From an optimization exercise on the open Yosys and OpenROAD flow, aimed at small area, a short achievable clock period and few clock cycles per item; shortcuts taken in it are not production practice. Function was checked by simulation only, so behaviour that the tests miss may differ from the original. Power is estimated from default activity; no workload was simulated.

==> design.v <==
`timescale 1ns/1ps
module mul2(en,a,b,q);
input en;
input [1:0] a,b;
output reg [3:0] q;
always@(*)
begin
 q[0]=a[0]&b[0];
 q[1]=(a[1]&b[0])^(a[0]&b[1]);
q[2]=((a[1]&b[0])&(a[0]&b[1]))^(a[1]&b[1]);
q[3]=(a[1]&b[1])&((a[1]&b[0])&(a[0]&b[1]));
end
endmodule
module mul4(en,a,b,q);
input en;
input [3:0] a,b;
output reg [7:0] q;
wire [3:0] q0,q1,q2,q3;
wire cs1,cs2,cs3,cs4;
assign cs1=1'b1;
assign cs2=1'b1;
assign cs3=1'b1;
assign cs4=1'b1;
mul2 m1(cs1,a[1:0],b[1:0],q0[3:0]);
mul2 m2(cs2,a[3:2],b[1:0],q1[3:0]);
mul2 m3(cs3,a[1:0],b[3:2],q2[3:0]);
mul2 m4(cs4,a[3:2],b[3:2],q3[3:0]);
always@(*)
begin
 q[1:0]=q0[1:0];
 q[7:2]=({2'b00,q0[3:2]}+q1[3:0])+({2'b00,q2[3:0]}+{q3[3:0],2'b00});
end
endmodule
module mul8(en,a,b,q);
input en;
input [7:0] a,b;
output reg [15:0] q;
wire [7:0] q0,q1,q2,q3;
wire cs1,cs2,cs3,cs4;
assign cs1=1'b1;
assign cs2=1'b1;
assign cs3=1'b1;
assign cs4=1'b1;
mul4 m5(cs1,a[3:0],b[3:0],q0[7:0]);
mul4 m6(cs2,a[7:4],b[3:0],q1[7:0]);
mul4 m7(cs3,a[3:0],b[7:4],q2[7:0]);
mul4 m8(cs4,a[7:4],b[7:4],q3[7:0]);
always@(*)
begin
 q[3:0]=q0[3:0];
q[15:4]=({4'b0000,q0[7:4]}+q1[7:0])+({4'b0000,q2[7:0]}+{q3[7:0],4'b0000});
end
endmodule
module mul16(en,a,b,q);
input en;
input [15:0] a,b;
output reg [31:0] q;
wire [15:0] q0,q1,q2,q3;
wire cs1,cs2,cs3,cs4;
assign cs1=1'b1;
assign cs2=1'b1;
assign cs3=1'b1;
assign cs4=1'b1;
mul8 m9(cs1,a[7:0],b[7:0],q0[15:0]);
mul8 m10(cs2,a[15:8],b[7:0],q1[15:0]);
mul8 m11(cs3,a[7:0],b[15:8],q2[15:0]);
mul8 m12(cs4,a[15:8],b[15:8],q3[15:0]);
always@(*)
begin
 q[7:0]=q0[7:0];
 q[31:8]=({8'b00000000,q0[15:8]}+q1[15:0])+({8'b00000000,q2[15:0]}+{q3[15:0],8'b00000000});
end
endmodule
module multi(en,x,y,product);
input en;
input [15:0] x,y;
output reg [15:0] product;
wire [31:0] q;
wire [15:0] p0,p1;
reg sign;
reg [27:0] result;
wire cs;
assign cs=1'b1;
assign p0={1'b0,x[14:0]};
assign p1={1'b0,y[14:0]};
  mul16 m13(cs,p0,p1,q[31:0]);
always@(*)
begin
result[27:0] = q[27:0];
 sign = x[15] ^ y[15];
 product[14:12]= result[26:24];
 product[11:0] = result[23:12];
 product[15] =sign;
end
endmodule
module addq(
input en,
input [15:0]x,y,
output reg [15:0] sum
);
reg [15:0] op1,op2;
reg cout;
always@(*)
begin
    sum=16'b0;
cout=0;
    op1=x;
    op2=y;
    	if(x[15]==1'b1)
      	op1=16'd0-{1'b0,x[14:0]};
	else
	op1=op1;
    	if(y[15]==1'b1)
      	op2=16'd0-{1'b0,y[14:0]};
	else
	op2=op2;
 {cout,sum}=op1+op2;
  	if(sum[15]==1'b1)
    	sum={1'b1,~sum[14:0]+1'b1};
	else
	sum=sum;
end
endmodule
`timescale 1ns/1ps
module sigmoidfn(
  input [15:0] y,
  output reg [15:0] Out
);
  reg [15:0] x,out,a,b,c;
  reg z;
always@(*)
begin
            a=16'd0;
            b=16'd0;
            c=16'd0;
            case(y[15])
              1:begin
                      z=1;
                      x={1'b0,y[14:0]};
              end
              default:begin
                      z=0;
                      x={y[15:0]};
              end
        	endcase
            if(x>=16'b0101000000000000)
             begin
                    out=16'b0001000000000000;
             end
            else if(x>=16'b0010011000000000 && x<16'b0101000000000000)
             begin
                    a=x>>5;
                    out=((a)+ (16'b0000110110000000));
             end
            else if(x>=16'b0001000000000000 && x<16'b0010011000000000)
             begin
                    b=x>>3;
                    out=(b) + 16'b0000101000000000;
             end
            else
             begin
                    c=x>>2;
                    out=(c) + 16'b0000100000000000;
             end
          case(z)
            1:begin
                out=(~out)+1'b1;
                out=16'b0001000000000000+out;
              end
            default:begin
                out=out;
              end
          endcase
          Out=out;
end
endmodule
`timescale 1ns/1ps
module gru_neuron(
  input             clk,
  input             rst,
  input             in_valid,
  output            in_ready,
  input      [15:0] in_a,
  input      [15:0] in_b,
  input             in_last,
  output reg        out_valid,
  output reg [15:0] out_sum,
  output reg [15:0] out_sig
);
  localparam S_IDLE = 2'd0, S_MUL = 2'd1, S_ADD = 2'd2, S_ACT = 2'd3;
  reg [1:0]  state;
  reg [15:0] data_a, data_b, fprod1, acc;
  reg        last;
  wire [15:0] fprod, fadd, sig;
  multi     mul (1'b1, data_a, data_b, fprod);
  addq      add (1'b1, fprod1, acc, fadd);
  sigmoidfn act (acc, sig);
  assign in_ready = (state == S_IDLE);
  always @(posedge clk) begin
    if (rst) begin
      state     <= S_IDLE;
      acc       <= 16'd0;
      out_valid <= 1'b0;
    end else begin
      out_valid <= 1'b0;
      case (state)
        S_IDLE: if (in_valid) begin
          data_a <= in_a;
          data_b <= in_b;
          last   <= in_last;
          state  <= S_MUL;
        end
        S_MUL: begin
          fprod1 <= fprod;
          state  <= S_ADD;
        end
        S_ADD: begin
          acc   <= fadd;
          state <= last ? S_ACT : S_IDLE;
        end
        S_ACT: begin
          out_sum   <= acc;
          out_sig   <= sig;
          out_valid <= 1'b1;
          acc       <= 16'd0;
          state     <= S_IDLE;
        end
      endcase
    end
  end
endmodule
==> run.sh <==
#!/bin/bash
# synth_recipe.tcl (not shown) runs the flow's synth.tcl, then flattens the netlist and writes it again
# the make line also repeats each setting of config.mk as NAME=value (left out here)
make -C /OpenROAD-flow-scripts/flow DESIGN_CONFIG=/design/flow/config.mk WORK_HOME=/design/flow/orfs CLKGATE_MAP_FILE= SYNTH_SCRIPT=/design/flow/synth_recipe.tcl finish
==> config.mk <==
export PLATFORM = sky130hd
export DESIGN_NAME = gru_neuron
export DESIGN_NICKNAME = gru_neuron
export VERILOG_FILES = /design/flow/design.v
export SDC_FILE = /design/flow/constraint.sdc
export NUM_CORES = 4
export LEC_CHECK = 0
export CAP_MARGIN = 20
export CORE_MARGIN = 2
export CORE_UTILIZATION = 40
export PLACE_DENSITY = 0.6
export SLEW_MARGIN = 20
==> constraint.sdc <==
create_clock -name core_clock -period 8.5 [get_ports {clk}]
set_input_delay 1.7000 -clock core_clock [delete_from_list [all_inputs] [get_ports {clk}]]
set_output_delay 1.7000 -clock core_clock [all_outputs]
set_load 0.01 [all_outputs]
==> run notes <==
Starting Density 40.8%; Maximum Capacitance Violations 0; Core Region 36700 um^2; post-layout min period 7930 ps; Row Count 70; number of register bits inferred by synthesis 100; critical path startpoint category flop; DRC viols 0; sequential fraction of the synthesis area between 10% and 20%; synthesis warning total 8; Detail Placement HPWL 26.2 mm; total overflow reported by the global router 0; die height between 150 and 200 um; layout cells sized above 1 ~4%; DRC marker count from the first detailed-route iteration 479; number of search-and-repair iterations in the first detailed-routing pass 5; clock input transition at the sequential cells of the worst setup and hold paths about 80 ps; Routed wire per std cell 14.6 um; result of the run timing/DRC/antenna clean; top flip-flop cell by instance count after synthesis sky130_fd_sc_hd__edfxtp_1; cell count after synthesis 1671; vias per std cell slightly below 5; area growth from synthesis to layout 10.8%; number of antenna violations at the first check in global routing 0; Most common cell on crit path sky130_fd_sc_hd__ha_1; master of the slowest instance on the critical path sky130_fd_sc_hd__fa_1; later-pin clock latency in the skew report 380 ps; final hold violations 0; final total negative setup slack 0 ps; Post-CTS Hold Buffers 0; CTS Buf Count 9; number of I/O port buffers between 60 and 70; maximum cell stage delay along the critical path roughly 540 ps; largest fanout on the critical path 12; wire length reported by the detailed router 32.1 mm; post-layout total power around 5300 uW; net count of the finished layout 2128; pin count of the biggest net entering global routing 33; Placed Instance Area about 16000 um^2; Die Footprint roughly 40000 um^2; distinct cell type count after synthesis 68; Post-synth EDFFs 81; Via Count between 10000 and 15000; Leak Pwr ~0.0084 uW; fin crit share 93.3%; Finished Cell Area approximately 17000 um^2; required time of the worst setup path 8640 ps; wire length of the first global-routing pass 55.5 mm; PnR worst setup slack between 500 and 600 ps; Worst Tran Pin Value about 1100 ps; mean area per synthesized cell 8.96 um^2; Die Span X roughly 200 um; total number of H-tree levels 3; post-detailed-route count of antenna-violating nets 0; Pwr per Cell Area around 320 nW/um^2; number of antenna repair diodes 0; f_max around 130 MHz; total standard cell area after synthesis between 10000 and 15000 um^2; number of global-route vias before repair 11389; Crit Path Category flop to flop; number of sinks driven by the clock tree 100; sort of element at the end of the critical path flop; worst hold path type flop to flop; CTS max path bufs 2; share of synthesized registers carrying an async set or reset 0%; final count of pins violating max slew 0; Clock Root Buffer sky130_fd_sc_hd__clkbuf_16; skew final 14.9 ps; Mapped Nets 2076; CTS tree built; global routing usage summed across all routing layers 17.8%; routability-driven placement congestion ratio 0.833; data arrival time at the worst-slack endpoint around 8000 ps; num ports 70; Setup-failing EPs final 0; Rel. slew slack 29.4%; worst voltage drop across the vdd grid 257 uV; placement-stage worst setup slack 124 ps
-- Yosys cell counts, drive strengths merged (5+ instances only) --
master    n  area share [%]
inv     296             7.4
ha      267              22
and2    171             7.1
nand2   108             2.7
xnor2   104             6.1
fa      102              14
a21oi    84             2.8
edfxtp   81              16
o21ai    63             2.2
xor2     59             3.5
a21o     47             2.4
clkbuf   47             1.2
nor2     41             1.0
nand3    21            0.74
dfxtp    19             2.5
nor2b    15            0.63
nand2b   12            0.50
a211oi   11            0.65
o31ai    11            0.68
a31oi     9            0.38
or3       9            0.38
and3      7            0.29
buf       7            0.27
nor3      7            0.23
o221ai    6            0.35
nand4     5            0.21
nor3b     5            0.25
o21a      5            0.25
-- per-stage QoR --
step,hold slack [ps],util (%),std cells
2_1_floorplan,403,-,1671
3_3_place_gp,514,44.2,2179
3_5_place_dp,518,44.2,2179
4_1_cts,547,45.1,2195
5_1_grt,562,45.2,2196
6_report,539,45.2,2196
-- registers in the layout (all words and copies together), names as in the netlist --
register,count
acc,16
data_a,16
data_b,16
fprod1,16
out_sig,16
out_sum,16
state,2
last,1
out_valid,1
-- worst paths after layout --
kind                  start         end  slack (ps)  cells past startpoint
setup / recovery  data_a[1]  fprod1[14]         570                     36
hold / removal       acc[1]  out_sum[1]         540                      0
setup reg to reg  data_a[1]  fprod1[14]         570                     36
hold reg to reg      acc[1]  out_sum[1]         540                      0
-- layout by cell type, fill, tap and decap left out, types with 14 or more instances in the layout --
cell type	count
sky130_fd_sc_hd__a21o_1	46
sky130_fd_sc_hd__nor2_1	41
sky130_fd_sc_hd__nand3_1	20
sky130_fd_sc_hd__and2_1	171
sky130_fd_sc_hd__clkdlybuf4s50_1	69
sky130_fd_sc_hd__o21ai_0	50
sky130_fd_sc_hd__xor2_1	57
sky130_fd_sc_hd__fa_1	102
sky130_fd_sc_hd__xnor2_1	104
sky130_fd_sc_hd__ha_1	267
sky130_fd_sc_hd__a21oi_1	82
sky130_fd_sc_hd__dfxtp_1	19
sky130_fd_sc_hd__buf_4	26
sky130_fd_sc_hd__inv_1	296
sky130_fd_sc_hd__edfxtp_1	81
sky130_fd_sc_hd__nor2b_1	14
sky130_fd_sc_hd__nand2_1	107
-- repair_timing --
action,4_1_cts,5_1_grt
setup endpoints to repair,0,6
buffers inserted,0,1
gates resized for setup,0,10
-- layout make-up --
| cell class | count | area [um^2] |
|---|---|---|
| Clock buffer | 9 | 225 |
| Multi-Input combinational cell | 1221 | 10900 |
| Tap cell | 468 | 586 |
| Fill cell | 3510 | 20100 |
| Sequential cell | 100 | 2810 |
| Timing Repair Buffer | 95 | 886 |
| Inverter | 296 | 1110 |
| Clock inverter | 7 | 93.8 |
-- worst max-delay path, delay by kind of cell (launching register included) --
family                   cells  cell delay [ps]
flip-flops                   1              390
adder cells (fa/ha/maj)      8             3040
XOR/XNOR                     4              520
buffers and inverters        3              260
AND/OR/NAND/NOR              6              800
AO/OA/AOI/OAI               15             2660
-- layer usage --
metal | track usage [%] | wire (um)
met4 | 5.07 | 673
met2 | 31.2 | 15100
met5 | 0 | 0
met3 | 2.37 | 878
met1 | 22.9 | 15500
-- report_power, final --
group          switching, uW  leakage [uW]  internal, uW
logic                   2220       0.00731          1770
registers               81.4      0.000896           791
clock network            219      0.000153           237
-- cell families after synthesis --
| logic type | after synthesis | share of synthesized area, % |
|---|---|---|
| adder cells (fa/ha/maj) | 369 | 36.0 |
| buffers and inverters | 350 | 8.87 |
| flip-flops | 100 | 18.8 |
| AO/OA/AOI/OAI | 266 | 11.4 |
| other | 1 | 0.0251 |
| XOR/XNOR | 163 | 9.59 |
| multiplexers | 5 | 0.351 |
| AND/OR/NAND/NOR | 417 | 15.0 |
Testbench counts, summed over its fixed seeds: cycles 10,301, items 3,303.

==> separate check: timing with driven ports <==
Ports are ideal in the flow. The routed layout listed here was re-timed in OpenROAD. Step 1 (the two cells are an assumption about what drives the block):
set clk [get_ports {clk}]
set_driving_cell -lib_cell sky130_fd_sc_hd__clkbuf_16 $clk
set_driving_cell -lib_cell sky130_fd_sc_hd__buf_2 [delete_from_list [all_inputs] $clk]
Step 2 times the ports against the registers' clock, not the clock port: input delays grow and output delays shrink by t, the midpoint of the rising clock arrivals with the driver on. a / b / c = no drivers / after step 1 / after step 2; a / b = the first two.
t, ns: 0.434
setup WS [ns]: 0.574 / 0.574 / 0.574
worst setup path after step 2: register to register
After both steps setup and hold are still met in this run. For this run, drivers alone change the setup slack by 0.000 ns; drivers and shift together by 0.000 ns.
